From an optimization exercise on the open Yosys and OpenROAD flow, aimed at small area; shortcuts taken in it are not production practice.
Function was checked by simulation only, so behaviour that the tests miss may differ from the original.
Power figures rest on the tool's default switching activity, not on a simulated workload.

==> try-maple <==
Design KamppherGuard, start of the top module:
module KamppherGuard(
  input         clock,
  input         reset,
  input  [7:0]  io_MOSIBuffer,
  input  [7:0]  io_MISOBuffer,
  input         io_BufferChanged,
  input  [4:0]  io_PartitionWriteEnables,
  output        io_IsOk,
  output [4:0]  io_WriteRegion,
  output [5:0]  io_Command,
  output        io_CommandReadFinished,
  output        io_ArgumentReadFinished,
  output        io_ReadSuccess,
  output        io_WaitingWriteToken,
  output        io_IsDataReading,
  output        io_IsBusy,
  output [31:0] io_DataBlockSize,
  output [31:0] io_Partition1Start,
  output [31:0] io_Partition2Start,
  output [31:0] io_Partition3Start,
  output [31:0] io_Partition4Start
);
make LEC_CHECK=0 ABC_AREA=1 CAP_MARGIN=20 CORE_MARGIN=2 CORE_UTILIZATION=40 SLEW_MARGIN=20 finish   # period 10.0 ns
run.sh (not shown) runs the stock make flow with config.mk's settings and CLKGATE_MAP_FILE= SYNTH_SCRIPT=/design/flow/synth_recipe.tcl, a recipe that flattens the netlist after the stock synthesis.
==> try-umber: changes against try-maple <==
--- a/flow/design.v
+++ b/flow/design.v
@@ -35,15 +35,14 @@
       add16[16] = c;
     end
   endfunction
   wire       stb = io_Strobe;
   wire [7:0] mo = io_InputBuffer;
   reg  [1:0]  state;
   reg  [1:0]  writestate;
-  reg         isMultiple;
   reg         readSuccess;
   reg  [5:0]  command;
   reg  [31:0] argument;
   reg  [31:0] writingAddress;
   reg  [31:0] counter;
   reg         addCarry;
   wire s0 = state == 2'd0;
@@ -53,14 +52,15 @@
   wire w0 = writestate == 2'd0;
   wire w1 = writestate == 2'd1;
   wire w2 = writestate == 2'd2;
   wire cmdStart = ~mo[7] & mo[6];
   wire isCmd24 = command == 6'd24;
   wire isCmd25 = command == 6'd25;
   wire isWrite = isCmd24 | isCmd25;
+  wire isMultiple = isCmd25;
   wire [31:0] counterInc = inc32(counter);
   wire blockEnd = counter == io_DataBlockSize;
   wire argLast = counter[1:0] == 2'd3;
   wire crcLast = counter[1];
   wire [16:0] addLo = add16(writingAddress[15:0], io_DataBlockSize[15:0], 1'b0);
   wire [16:0] addHi = add16(writingAddress[31:16], io_DataBlockSize[31:16], addCarry);
   wire tokenOk = isMultiple ? (mo == 8'hfc) : (mo == 8'hfe);
@@ -99,15 +99,14 @@
     end
     if (reset) begin
       readSuccess <= 1'b0;
     end else if (stb) begin
       if (s0) readSuccess <= 1'b0;
       else if (s2) readSuccess <= mo[0];
     end
-    if (stb & s2 & mo[0]) isMultiple <= isCmd25;
     if (stb & s0 & cmdStart) command <= mo[5:0];
     if (stb & s1) begin
       case (counter[1:0])
         2'd0: argument[31:24] <= mo;
         2'd1: argument[23:16] <= mo;
         2'd2: argument[15:8] <= mo;
         2'd3: argument[7:0] <= mo;
@@ -184,26 +183,25 @@
     end
   endfunction
   wire       stb = io_Strobe;
   wire [7:0] mi = io_InputBuffer;
   reg  [2:0]  state;
   reg  [31:0] counter;
   reg         initialized;
-  reg         dataReading;
   reg         counterChanged;
+  wire dataReading = (state == 3'd5) | ((state == 3'd6) & ~counter[0]);
   wire isCsd = (io_Command == 6'd9) | (io_Command == 6'd10);
   wire [31:0] counterInc = inc32(counter);
   wire packetEnd = counterInc == (isCsd ? 32'd16 : io_DataBlockSize);
   wire counterZero = counter == 32'd0;
   always @(posedge clock) begin
     if (reset) begin
       state <= 3'd1;
       counter <= 32'd0;
       initialized <= 1'b0;
-      dataReading <= 1'b0;
     end else if (stb) begin
       initialized <= initialized | io_CommandReadFinished;
       case (state)
         3'd0: if (mi == 8'hff) state <= 3'd1;
         3'd1: begin
           counter <= 32'd0;
           if (initialized & ~mi[7]) begin
@@ -218,27 +216,25 @@
           else counter <= counterInc;
         end
         3'd3: begin
           if (mi == 8'hfe) state <= 3'd4;
           else if (mi[7:5] == 3'd0) state <= 3'd1;
         end
         3'd4: begin
-          dataReading <= 1'b1;
           state <= packetEnd ? 3'd6 : 3'd5;
         end
         3'd5: begin
           if (packetEnd) begin
             state <= 3'd6;
             counter <= 32'd0;
           end else begin
             counter <= counterInc;
           end
         end
         3'd6: begin
-          dataReading <= 1'b0;
           if (~counter[0]) counter <= 32'd1;
           else state <= 3'd1;
         end
         default: ;
       endcase
     end
     if (reset) counterChanged <= ~counterZero;
==> flow/flow/run.sh (new file) <==
#!/bin/bash
# The standard layout (standard.sh), with three changes to how it is made:
# - synthesis maps logic with the ABC script in flow/abc_area.script, which
#   recovers more area than ORFS's (registers are mapped before ABC runs,
#   so they are the standard synthesis's);
#   ABC also maps the adders (ADDER_MAP_FILE is left empty), instead of
#   Yosys's full- and half-adder extraction;
# - port buffers are the smallest buffer, buf_1;
# - clock tree synthesis uses larger sink clusters and no dummy loads.
set -euo pipefail
rm -rf scripts_local
cp -r "$FLOW_HOME/scripts" scripts_local
cp flow/abc_area.script scripts_local/abc_area.script
export BUFFER_PORTS_ARGS="-buffer_cell sky130_fd_sc_hd__buf_1"
export CTS_ARGS="-sink_clustering_enable -repair_clock_nets -dont_use_dummy_load -sink_clustering_size 32 -sink_clustering_max_diameter 60 -buf_list sky130_fd_sc_hd__clkbuf_16"
bash standard.sh SCRIPTS_DIR="$PWD/scripts_local" ADDER_MAP_FILE= finish > standard.log 2>&1
==> flow/flow/abc_area.script (new file) <==
strash
dc2
strash
&get -n
&deepsyn -T 40
&dch -f
&nf -R 1000
&put
strash
&get -n
&dch -f
&nf -R 1000
&put
topo
stime -c
dnsize -c
==> flow/standard.sh (new file) <==
#!/bin/bash
# synth_recipe.tcl (not shown) runs the flow's synth.tcl, then flattens the netlist and writes it again
# the make line also repeats each setting of config.mk as NAME=value (left out here)
make -C /OpenROAD-flow-scripts/flow DESIGN_CONFIG=/design/flow/config.mk WORK_HOME=/design/flow/orfs CLKGATE_MAP_FILE= SYNTH_SCRIPT=/design/flow/synth_recipe.tcl "${@:-finish}"
removed: flow/run.sh
==> try-tundra: changes against try-maple <==
==> flow/flow/run.sh (new file) <==
#!/bin/bash
# The standard layout (standard.sh), with three changes to how it is made:
# - synthesis maps logic with the ABC script in flow/abc_area.script, which
#   recovers more area than ORFS's (registers are mapped before ABC runs,
#   so they are the standard synthesis's);
# - port buffers are the smallest buffer, buf_1;
# - clock tree synthesis uses larger sink clusters and no dummy loads.
set -euo pipefail
rm -rf scripts_local
cp -r "$FLOW_HOME/scripts" scripts_local
cp flow/abc_area.script scripts_local/abc_area.script
export BUFFER_PORTS_ARGS="-buffer_cell sky130_fd_sc_hd__buf_1"
export CTS_ARGS="-sink_clustering_enable -repair_clock_nets -dont_use_dummy_load -sink_clustering_size 16 -sink_clustering_max_diameter 60 -buf_list sky130_fd_sc_hd__clkbuf_8"
bash standard.sh SCRIPTS_DIR="$PWD/scripts_local" finish > standard.log 2>&1
==> flow/flow/abc_area.script (new file) <==
strash
dc2
strash
&get -n
&deepsyn -T 40
&dch -f
&nf -R 1000
&put
topo
stime -c
dnsize -c
==> flow/standard.sh (new file) <==
#!/bin/bash
# synth_recipe.tcl (not shown) runs the flow's synth.tcl, then flattens the netlist and writes it again
# the make line also repeats each setting of config.mk as NAME=value (left out here)
make -C /OpenROAD-flow-scripts/flow DESIGN_CONFIG=/design/flow/config.mk WORK_HOME=/design/flow/orfs CLKGATE_MAP_FILE= SYNTH_SCRIPT=/design/flow/synth_recipe.tcl "${@:-finish}"
removed: flow/run.sh
==> try-raven: changes against try-maple <==
==> flow/flow/run.sh (new file) <==
#!/bin/bash
# The standard layout (standard.sh), with three changes to how it is made:
# - synthesis maps logic with the ABC script in flow/abc_area.script, which
#   recovers more area than ORFS's (registers are mapped before ABC runs,
#   so they are the standard synthesis's);
#   ABC also maps the adders (ADDER_MAP_FILE is left empty), instead of
#   Yosys's full- and half-adder extraction;
# - port buffers are the smallest buffer, buf_1;
# - clock tree synthesis uses larger sink clusters and no dummy loads.
set -euo pipefail
rm -rf scripts_local
cp -r "$FLOW_HOME/scripts" scripts_local
cp flow/abc_area.script scripts_local/abc_area.script
export BUFFER_PORTS_ARGS="-buffer_cell sky130_fd_sc_hd__buf_1"
export CTS_ARGS="-sink_clustering_enable -repair_clock_nets -dont_use_dummy_load -sink_clustering_size 20 -sink_clustering_max_diameter 60 -buf_list sky130_fd_sc_hd__clkbuf_8"
bash standard.sh SCRIPTS_DIR="$PWD/scripts_local" ADDER_MAP_FILE= finish > standard.log 2>&1
==> flow/flow/abc_area.script (new file) <==
strash
dc2
strash
&get -n
&deepsyn -T 40
&dch -f
&nf -R 1000
&put
strash
&get -n
&dch -f
&nf -R 1000
&put
topo
stime -c
dnsize -c
==> flow/standard.sh (new file) <==
#!/bin/bash
# synth_recipe.tcl (not shown) runs the flow's synth.tcl, then flattens the netlist and writes it again
# the make line also repeats each setting of config.mk as NAME=value (left out here)
make -C /OpenROAD-flow-scripts/flow DESIGN_CONFIG=/design/flow/config.mk WORK_HOME=/design/flow/orfs CLKGATE_MAP_FILE= SYNTH_SCRIPT=/design/flow/synth_recipe.tcl "${@:-finish}"
removed: flow/run.sh
==> run summary <==
try-tundra passed the timing, design-rule and antenna checks. try-umber completed without violations. try-maple produced a clean layout. try-raven finished clean.
Between try-tundra and try-raven, the lower final cell count is in try-tundra (gap about 8%, measured against try-raven).
Between try-raven and try-umber, the lower clock skew is in try-umber (gap 0.066 ns).
In try-raven the critical path depth is lower than in try-maple, by 16.
In sequential power, try-raven and try-tundra hardly differ.
In try-umber the worst hold slack is higher than in try-tundra, by 0.019 ns.

========
==> quartz: inputs <==
Starting RTL as in the previous note.
export LEC_CHECK = 0
export ABC_AREA = 1
export CAP_MARGIN = 20
export CORE_MARGIN = 2
export CORE_UTILIZATION = 40
export SLEW_MARGIN = 20
create_clock -name core_clock -period 10.0 [get_ports {clock}]
standard.sh (not shown) runs the stock make flow with config.mk's settings and CLKGATE_MAP_FILE= SYNTH_SCRIPT=/design/flow/synth_recipe.tcl, a recipe that flattens the netlist after the stock synthesis.
==> flow/flow/run.sh <==
#!/bin/bash
# The standard layout (standard.sh), with three changes to how it is made:
# - synthesis maps logic with the ABC script in flow/abc_area.script, which
#   recovers more area than ORFS's (registers are mapped before ABC runs,
#   so they are the standard synthesis's);
#   ABC also maps the adders (ADDER_MAP_FILE is left empty), instead of
#   Yosys's full- and half-adder extraction;
# - port buffers are the smallest buffer, buf_1;
# - clock tree synthesis uses larger sink clusters and no dummy loads.
set -euo pipefail
rm -rf scripts_local
cp -r "$FLOW_HOME/scripts" scripts_local
cp flow/abc_area.script scripts_local/abc_area.script
export BUFFER_PORTS_ARGS="-buffer_cell sky130_fd_sc_hd__buf_1"
export CTS_ARGS="-sink_clustering_enable -repair_clock_nets -dont_use_dummy_load -sink_clustering_size 18 -sink_clustering_max_diameter 50 -buf_list sky130_fd_sc_hd__clkbuf_8"
bash standard.sh SCRIPTS_DIR="$PWD/scripts_local" ADDER_MAP_FILE= finish > standard.log 2>&1
==> flow/flow/abc_area.script <==
strash
dc2
strash
&get -n
&deepsyn -T 40
&dch -f
&nf -R 1000
&put
strash
&get -n
&dch -f
&nf -R 1000
&put
topo
stime -c
dnsize -c
==> harbor: changes against quartz <==
--- a/flow/flow/run.sh
+++ b/flow/flow/run.sh
@@ -12,5 +12,5 @@
 cp -r "$FLOW_HOME/scripts" scripts_local
 cp flow/abc_area.script scripts_local/abc_area.script
 export BUFFER_PORTS_ARGS="-buffer_cell sky130_fd_sc_hd__buf_1"
-export CTS_ARGS="-sink_clustering_enable -repair_clock_nets -dont_use_dummy_load -sink_clustering_size 18 -sink_clustering_max_diameter 50 -buf_list sky130_fd_sc_hd__clkbuf_8"
+export CTS_ARGS="-sink_clustering_enable -repair_clock_nets -dont_use_dummy_load -sink_clustering_size 16 -sink_clustering_max_diameter 60 -buf_list sky130_fd_sc_hd__clkbuf_8"
 bash standard.sh SCRIPTS_DIR="$PWD/scripts_local" ADDER_MAP_FILE= finish > standard.log 2>&1
CORE_UTILIZATION = 50   (was 40)
==> impl_metrics.yaml <==
placement:
  gp_congestion: 0.952
die:
  die-height_um: 202
final_layout:
  buffers: 218
  multi_input_area_um2: 6190
detailed_routing:
  dr_wl_met2_um: 22300
hold_path:
  hold_path_startpoint: "ctrl.arf1$_DFF_P_"
global_routing:
  grt_first_pass_wirelength_um: 74100
outcome:
  run_status: "complete, no violations"
(the above is from quartz)
==> impl_metrics.yaml <==
outcome:
  run_status: "complete, no violations"
final_layout:
  multi_input_area_um2: 6180
  buffers: 219
global_routing:
  grt_first_pass_wirelength_um: 72300
(the above is from harbor)

========
==> onyx: inputs <==
Starting RTL as in the previous note.
Settings: LEC_CHECK=0, ABC_AREA=1, CAP_MARGIN=20, CORE_MARGIN=2, CORE_UTILIZATION=40, SLEW_MARGIN=20; clock period 10.0 ns.
==> flow/flow/run.sh <==
#!/bin/bash
# Standard layout, with the port buffers made from the smallest buffer.
cp standard.sh standard.sh.txt 2>/dev/null
export BUFFER_PORTS_ARGS="-buffer_cell sky130_fd_sc_hd__buf_1"
bash standard.sh > standard.log 2>&1
==> garnet: changes against onyx <==
--- a/flow/design.v
+++ b/flow/design.v
@@ -36,13 +36,12 @@
     end
   endfunction
   wire       stb = io_Strobe;
   wire [7:0] mo = io_InputBuffer;
   reg  [1:0]  state;
   reg  [1:0]  writestate;
-  reg         isMultiple;
   reg         readSuccess;
   reg  [5:0]  command;
   reg  [31:0] argument;
   reg  [31:0] writingAddress;
   reg  [31:0] counter;
   reg         addCarry;
@@ -54,12 +53,13 @@
   wire w1 = writestate == 2'd1;
   wire w2 = writestate == 2'd2;
   wire cmdStart = ~mo[7] & mo[6];
   wire isCmd24 = command == 6'd24;
   wire isCmd25 = command == 6'd25;
   wire isWrite = isCmd24 | isCmd25;
+  wire isMultiple = isCmd25;
   wire [31:0] counterInc = inc32(counter);
   wire blockEnd = counter == io_DataBlockSize;
   wire argLast = counter[1:0] == 2'd3;
   wire crcLast = counter[1];
   wire [16:0] addLo = add16(writingAddress[15:0], io_DataBlockSize[15:0], 1'b0);
   wire [16:0] addHi = add16(writingAddress[31:16], io_DataBlockSize[31:16], addCarry);
@@ -100,13 +100,12 @@
     if (reset) begin
       readSuccess <= 1'b0;
     end else if (stb) begin
       if (s0) readSuccess <= 1'b0;
       else if (s2) readSuccess <= mo[0];
     end
-    if (stb & s2 & mo[0]) isMultiple <= isCmd25;
     if (stb & s0 & cmdStart) command <= mo[5:0];
     if (stb & s1) begin
       case (counter[1:0])
         2'd0: argument[31:24] <= mo;
         2'd1: argument[23:16] <= mo;
         2'd2: argument[15:8] <= mo;
@@ -185,24 +184,23 @@
   endfunction
   wire       stb = io_Strobe;
   wire [7:0] mi = io_InputBuffer;
   reg  [2:0]  state;
   reg  [31:0] counter;
   reg         initialized;
-  reg         dataReading;
   reg         counterChanged;
+  wire dataReading = (state == 3'd5) | ((state == 3'd6) & ~counter[0]);
   wire isCsd = (io_Command == 6'd9) | (io_Command == 6'd10);
   wire [31:0] counterInc = inc32(counter);
   wire packetEnd = counterInc == (isCsd ? 32'd16 : io_DataBlockSize);
   wire counterZero = counter == 32'd0;
   always @(posedge clock) begin
     if (reset) begin
       state <= 3'd1;
       counter <= 32'd0;
       initialized <= 1'b0;
-      dataReading <= 1'b0;
     end else if (stb) begin
       initialized <= initialized | io_CommandReadFinished;
       case (state)
         3'd0: if (mi == 8'hff) state <= 3'd1;
         3'd1: begin
           counter <= 32'd0;
@@ -219,25 +217,23 @@
         end
         3'd3: begin
           if (mi == 8'hfe) state <= 3'd4;
           else if (mi[7:5] == 3'd0) state <= 3'd1;
         end
         3'd4: begin
-          dataReading <= 1'b1;
           state <= packetEnd ? 3'd6 : 3'd5;
         end
         3'd5: begin
           if (packetEnd) begin
             state <= 3'd6;
             counter <= 32'd0;
           end else begin
             counter <= counterInc;
           end
         end
         3'd6: begin
-          dataReading <= 1'b0;
           if (~counter[0]) counter <= 32'd1;
           else state <= 3'd1;
         end
         default: ;
       endcase
     end
==> flow/flow/run.sh (replaced) <==
#!/bin/bash
# The standard layout (standard.sh), with three changes to how it is made:
# - synthesis maps logic with the ABC script in flow/abc_area.script, which
#   recovers more area than ORFS's (registers are mapped before ABC runs,
#   so they are the standard synthesis's);
#   ABC also maps the adders (ADDER_MAP_FILE is left empty), instead of
#   Yosys's full- and half-adder extraction;
# - port buffers are the smallest buffer, buf_1;
# - clock tree synthesis uses larger sink clusters and no dummy loads.
set -euo pipefail
rm -rf scripts_local
cp -r "$FLOW_HOME/scripts" scripts_local
cp flow/abc_area.script scripts_local/abc_area.script
export BUFFER_PORTS_ARGS="-buffer_cell sky130_fd_sc_hd__buf_1"
export CTS_ARGS="-sink_clustering_enable -repair_clock_nets -dont_use_dummy_load -sink_clustering_size 16 -sink_clustering_max_diameter 60 -buf_list sky130_fd_sc_hd__clkbuf_8"
bash standard.sh SCRIPTS_DIR="$PWD/scripts_local" ADDER_MAP_FILE= finish > standard.log 2>&1
==> flow/flow/abc_area.script (new file) <==
strash
dc2
strash
&get -n
&deepsyn -T 40
&dch -f
&nf -R 1000
&put
strash
&get -n
&dch -f
&nf -R 1000
&put
topo
stime -c
dnsize -c
CAP_MARGIN = 5   (was 20)
SLEW_MARGIN = 5   (was 20)
==> fjord: changes against onyx <==
==> flow/flow/run.sh (replaced) <==
#!/bin/bash
# The standard layout (standard.sh), with three changes to how it is made:
# - synthesis maps logic with the ABC script in flow/abc_area.script, which
#   recovers more area than ORFS's (registers are mapped before ABC runs,
#   so they are the standard synthesis's);
# - port buffers are the smallest buffer, buf_1;
# - clock tree synthesis uses larger sink clusters and no dummy loads.
set -euo pipefail
rm -rf scripts_local
cp -r "$FLOW_HOME/scripts" scripts_local
cp flow/abc_area.script scripts_local/abc_area.script
export BUFFER_PORTS_ARGS="-buffer_cell sky130_fd_sc_hd__buf_1"
export CTS_ARGS="-sink_clustering_enable -repair_clock_nets -dont_use_dummy_load -sink_clustering_size 8 -sink_clustering_max_diameter 40 -buf_list sky130_fd_sc_hd__clkbuf_4"
bash standard.sh SCRIPTS_DIR="$PWD/scripts_local" finish > standard.log 2>&1
==> flow/flow/abc_area.script (new file) <==
strash
dc2
strash
&get -n
&deepsyn -T 40
&dch -f
&nf -R 1000
&put
topo
stime -c
dnsize -c
==> xenon: changes against onyx <==
==> flow/flow/run.sh (replaced) <==
#!/bin/bash
# The standard layout (standard.sh), with three changes to how it is made:
# - synthesis maps logic with the ABC script in flow/abc_area.script, which
#   recovers more area than ORFS's (registers are mapped before ABC runs,
#   so they are the standard synthesis's);
# - port buffers are the smallest buffer, buf_1;
# - clock tree synthesis uses larger sink clusters and no dummy loads.
set -euo pipefail
rm -rf scripts_local
cp -r "$FLOW_HOME/scripts" scripts_local
cp flow/abc_area.script scripts_local/abc_area.script
export BUFFER_PORTS_ARGS="-buffer_cell sky130_fd_sc_hd__buf_1"
export CTS_ARGS="-sink_clustering_enable -repair_clock_nets -dont_use_dummy_load -sink_clustering_size 24 -sink_clustering_max_diameter 60 -buf_list sky130_fd_sc_hd__clkbuf_16"
bash standard.sh SCRIPTS_DIR="$PWD/scripts_local" finish > standard.log 2>&1
==> flow/flow/abc_area.script (new file) <==
strash
dc2
strash
&get -n
&dch -f
&nf -R 1000
&put
topo
stime -c
dnsize -c
==> summary of the runs <==
Non-clock buffer count: garnet < fjord < onyx < xenon.
The lowest global-route usage belongs to xenon, the highest to fjord.
Via count: onyx > garnet > xenon > fjord.
The highest register-to-register slack belongs to garnet, the lowest to fjord.
Hold slack: fjord < xenon < onyx < garnet.
Critical path depth is the same in fjord and garnet.
Setup slack: onyx > garnet > xenon > fjord.

afterwards: timing with drivers on the ports:
How much do the figures lean on ideal ports? The routed layouts below were timed once more, with nothing changed but the port constraints.
Step 1 sets driving cells, clkbuf_16 on the clock port and buf_2 on the other inputs (assumed; they add their load-dependent delay and slew).
Step 2, shift: input delay + t, output delay - t, t = (earliest + latest rising clock arrival at the registers) / 2. This alone moves slack from input paths to output paths.
Three values: ideal, step 1, step 2; two values: the first two.
run	shift t [ns]	slack for setup (ns)	worst hold slack (ns)	slew at the worst register clock pin (ns)	worst slew at a driven data input, ns
try-maple	0.593	1.426 / 1.426 / 1.426	0.352 / 0.352 / 0.352	0.06 / 0.06	0.04
try-umber	0.612	1.282 / 1.234 / 1.846	0.350 / 0.350 / 0.350	0.08 / 0.08	0.05
try-tundra	0.648	0.972 / 0.919 / 0.981	0.331 / 0.331 / 0.331	0.11 / 0.11	0.06
try-raven	0.642	2.768 / 2.720 / 3.284	0.359 / 0.359 / 0.359	0.12 / 0.12	0.04
quartz	0.611	2.814 / 2.768 / 3.301	0.312 / 0.312 / 0.312	0.11 / 0.11	0.04
harbor	0.578	2.938 / 2.889 / 3.274	0.349 / 0.349 / 0.349	0.10 / 0.10	0.03
onyx	0.600	1.737 / 1.737 / 1.737	0.353 / 0.353 / 0.353	0.06 / 0.06	0.03
garnet	0.661	1.268 / 1.215 / 1.876	0.355 / 0.355 / 0.355	0.10 / 0.10	0.05
fjord	0.819	0.819 / 0.768 / 0.978	0.308 / 0.308 / 0.308	0.10 / 0.10	0.05
xenon	0.607	1.076 / 1.076 / 1.076	0.349 / 0.349 / 0.349	0.08 / 0.08	0.05
After both steps setup and hold are still met in every run listed.
